Context: an optimization exercise on an open-source flow, tuned for small area. The choices shown serve that exercise and are no tape-out recipe. Function was checked by simulation only, so behaviour that the tests miss may differ from the original. The clock port is modelled as an ideal driver, which makes a skipped or thinned clock tree look cheaper than it is; a real chip needs a root buffer or a tree.

Setup of main:
==> flow/design.v (excerpt) <==
module mp2 #(
    parameter CLK_FREQ = 12000000,
    parameter INTERVAL = CLK_FREQ / 360
)(
    input logic clk,
    input logic rst,
    output logic RGB_R,
    output logic RGB_G,
    output logic RGB_B
);
Settings: LEC_CHECK=0, CAP_MARGIN=20, CORE_MARGIN=2, CORE_UTILIZATION=40, SLEW_MARGIN=20; clock period 30.0 ns.
standard.sh (not shown) runs the stock make flow with config.mk's settings and CLKGATE_MAP_FILE= SYNTH_SCRIPT=/design/flow/synth_recipe.tcl, a recipe that flattens the netlist after the stock synthesis.
==> flow/flow/run.sh <==
#!/bin/bash
# Own layout flow:
#  1. the standard synthesis (its netlist names the registers);
#  2. area-oriented re-synthesis of the combinational logic with abc's deepsyn, several
#     seeds, both from the RTL (registers then renamed to the standard synthesis's names)
#     and by re-mapping the standard netlist; a candidate counts only if it holds the same
#     registers, in the same cells, and a SAT proof shows its logic equals the standard
#     netlist's; the smallest one is laid out;
#  3. the standard layout, with one-cell port buffers and the clock tree collapsed to a
#     single buffer.
set -euo pipefail
W=$(pwd)
F=$W/flow
R=$W/orfs/results/sky130hd/mp2/base
LIB=$FLOW_HOME/platforms/sky130hd/lib/sky130_fd_sc_hd__tt_025C_1v80.lib
YOSYS=$FLOW_HOME/../tools/install/yosys/bin/yosys
[[ -x $YOSYS ]] || YOSYS=$(command -v yosys)
# candidates: source (rtl or the standard netlist, map), abc mapper, deepsyn seed
CANDIDATES="map:amap:1 map:amap:2 map:amap:3 map:amap:4 map:amap:5 map:amap:6 map:amap:7 map:amap:8 map:amap:9 map:amap:10 map:amap:11 map:amap:12 rtl:amap:1 rtl:amap:2 rtl:amap:3 rtl:amap:4"
ABC_T=20

# 1. standard synthesis
bash standard.sh synth > $W/log_1_synth.txt 2>&1

# 2. re-synthesis candidates
python3 $F/genmap.py $LIB $W/cells_func.v > $W/log_2_genmap.txt 2>&1
DU=$(grep -o -- "-dont_use [A-Za-z0-9_]*" $W/orfs/logs/sky130hd/mp2/base/1_2_yosys.log | sort -u | tr '\n' ' ')
cp $R/1_2_yosys.v $W/std_netlist.v
python3 $F/cutff.py $W/std_netlist.v $W/std_cut.v > $W/log_2_cut_std.txt 2>&1

candidate() {
  local kind=$1 mapper=$2 s=$3 c=$1_$2_$3
  local m="amap"
  [[ $mapper == mapa ]] && m="map -a"
  echo "strash; &get -n; &deepsyn -S $s -T $ABC_T; &put; dch -f; $m; topo" > $W/cand_$c.abc
  if [[ $kind == rtl ]]; then
    cat > $W/cand_$c.ys <<EOY
read_verilog -sv $W/design.v
hierarchy -check -top $FLOW_TOP
synth -flatten -top $FLOW_TOP -nofsm -noshare -run :fine
opt -full
techmap
opt -fast
dfflegalize -cell \$_DFF_P_ 01
opt_clean -purge
abc -liberty $LIB $DU -script $W/cand_$c.abc
dfflibmap -liberty $LIB $DU
EOY
  else
    cat > $W/cand_$c.ys <<EOY
read_liberty -lib $LIB
read_verilog $W/std_netlist.v
hierarchy -top $FLOW_TOP
techmap -map $W/cells_func.v
techmap
opt -purge
abc -liberty $LIB $DU -script $W/cand_$c.abc
EOY
  fi
  cat >> $W/cand_$c.ys <<EOY
opt_clean -purge
hilomap -singleton -hicell sky130_fd_sc_hd__conb_1 HI -locell sky130_fd_sc_hd__conb_1 LO
splitnets
opt_clean -purge
rename -hide w:*\$func\$*
select -assert-none t:\$*
tee -q -o $W/cand_$c.stat stat -liberty $LIB
write_verilog -noattr -nohex -nodec $W/cand_${c}_raw.v
EOY
  cat > $W/equiv_$c.ys <<EOY
read_verilog $W/std_cut.v
rename $FLOW_TOP gold
read_verilog $W/cand_${c}_cut.v
rename $FLOW_TOP gate
read_verilog -lib $W/cells_func.v
hierarchy -check
techmap -map $W/cells_func.v
techmap
opt -purge
miter -equiv -flatten -make_assert gold gate miter
hierarchy -top miter
sat -verify -prove-asserts miter
EOY
  if $YOSYS -q -l $W/log_2_cand_$c.txt $W/cand_$c.ys > /dev/null 2>&1 \
     && if [[ $kind == rtl ]]; then
          python3 $F/matchff.py $W/std_netlist.v $W/cand_${c}_raw.v $W/cand_$c.v > $W/log_2_match_$c.txt 2>&1
        else
          cp $W/cand_${c}_raw.v $W/cand_$c.v
        fi \
     && python3 $F/cutff.py $W/cand_$c.v $W/cand_${c}_cut.v > $W/log_2_cut_$c.txt 2>&1 \
     && $YOSYS -q -l $W/log_2_equiv_$c.txt $W/equiv_$c.ys > /dev/null 2>&1; then
    echo "$(grep 'Chip area' $W/cand_$c.stat | awk '{print $NF}') $c" > $W/cand_$c.ok
  fi
}
n=0
for c in $CANDIDATES; do
  candidate $(echo $c | tr ':' ' ') &
  n=$((n + 1))
  if (( n % ${NUM_CORES:-4} == 0 )); then wait; fi
done
wait
best=$(cat $W/cand_*.ok 2>/dev/null | sort -g | head -1 | awk '{print $2}')
{ echo "standard netlist: $(grep 'Chip area' $W/orfs/reports/sky130hd/mp2/base/synth_stat.txt | awk '{print $NF}')"
  echo "proven candidates (area name):"; cat $W/cand_*.ok 2>/dev/null || true; } > $W/log_2_choice.txt
if [[ -n "$best" ]]; then
  cp $W/cand_$best.v $R/1_2_yosys.v
  rm -f $R/1_synth.odb $R/1_synth.sdc
  echo "using $best" >> $W/log_2_choice.txt
else
  echo "no candidate proven; standard netlist kept" >> $W/log_2_choice.txt
fi

# 3. the standard layout from there
export MY_CLKBUF=${MY_CLKBUF:-sky130_fd_sc_hd__buf_12}
bash standard.sh POST_CTS_TCL=$F/post_cts.tcl "BUFFER_PORTS_ARGS=-buffer_cell sky130_fd_sc_hd__buf_1" finish > $W/log_3_layout.txt 2>&1
Other scripts of this flow, unchanged in this note and not shown: flow/flow/cutff.py, flow/flow/genmap.py, flow/flow/matchff.py, flow/flow/post_cts.tcl
main reached the final stage; the timing, design-rule and antenna checks on its layout passed.
### main -> the feature branch
diff --git a/flow/flow/run.sh b/flow/flow/run.sh
--- a/flow/flow/run.sh
+++ b/flow/flow/run.sh
@@ -19 +19 @@
-CANDIDATES="map:amap:1 map:amap:2 map:amap:3 map:amap:4 map:amap:5 map:amap:6 map:amap:7 map:amap:8 map:amap:9 map:amap:10 map:amap:11 map:amap:12 rtl:amap:1 rtl:amap:2 rtl:amap:3 rtl:amap:4"
+CANDIDATES="$(for s in $(seq 1 16); do echo map:amap:$s; done; for s in $(seq 1 8); do echo map:amapm:$s; done) rtl:amap:1 rtl:amap:2 rtl:amap:3 rtl:amap:4"
@@ -33,3 +33,4 @@
-  local m="amap"
-  [[ $mapper == mapa ]] && m="map -a"
-  echo "strash; &get -n; &deepsyn -S $s -T $ABC_T; &put; dch -f; $m; topo" > $W/cand_$c.abc
+  local m="dch -f; amap"
+  [[ $mapper == amapm ]] && m="dch; amap -m"
+  [[ $mapper == mapa ]] && m="dch -f; map -a"
+  echo "strash; &get -n; &deepsyn -S $s -T $ABC_T; &put; $m; topo" > $W/cand_$c.abc
--- outcome ---
- Re average size of a mapped cell: no difference whatsoever between the feature branch and main.
- The feature branch and main ended up with nearly the same internal portion of total power.
- Reported for the feature branch and main, fraction of layout instances using a drive strength above 1 turned out identical to the last digit.
- The feature branch -> main: clock period minus worst slack delta 0, exact match
- Per the comparison of the feature branch with main, net count after synthesis level, multi-input combinational cell count was more or less identical.
- The end-of-flow core utilization was comparable across the feature branch and main.
- As far as number of signal-net inverters in the final layout goes, main and the feature branch are indistinguishable; the numbers are identical.

==> separate check: timing with driven ports <==
No port has a modelled driver above. Below, the same layouts with a new extraction and two added sets of constraints.
Step 1 (the two cells are an assumption about what drives the block):
set clk [get_ports {clk}]
set_driving_cell -lib_cell sky130_fd_sc_hd__clkbuf_16 $clk
set_driving_cell -lib_cell sky130_fd_sc_hd__buf_2 [delete_from_list [all_inputs] $clk]
Step 2 adds t to the input delays and takes it off the output delays; t is the mean of the earliest and latest rising clock arrival at the registers after step 1. Input paths then give back, and output paths get back, about the clock's delay inside the block.
a / b / c = ideal ports / drivers / drivers and shift; a / b = the first two.
run	shift t [ns]	slack for setup (ns)	worst register clock-pin slew, ns	worst slew at a driven data input, ns
main	0.171	22.288 / 22.258 / 22.430	0.11 / 0.11	0.03
the feature branch	0.171	22.288 / 22.258 / 22.430	0.11 / 0.11	0.03
After both steps setup and hold are still met in every run listed.
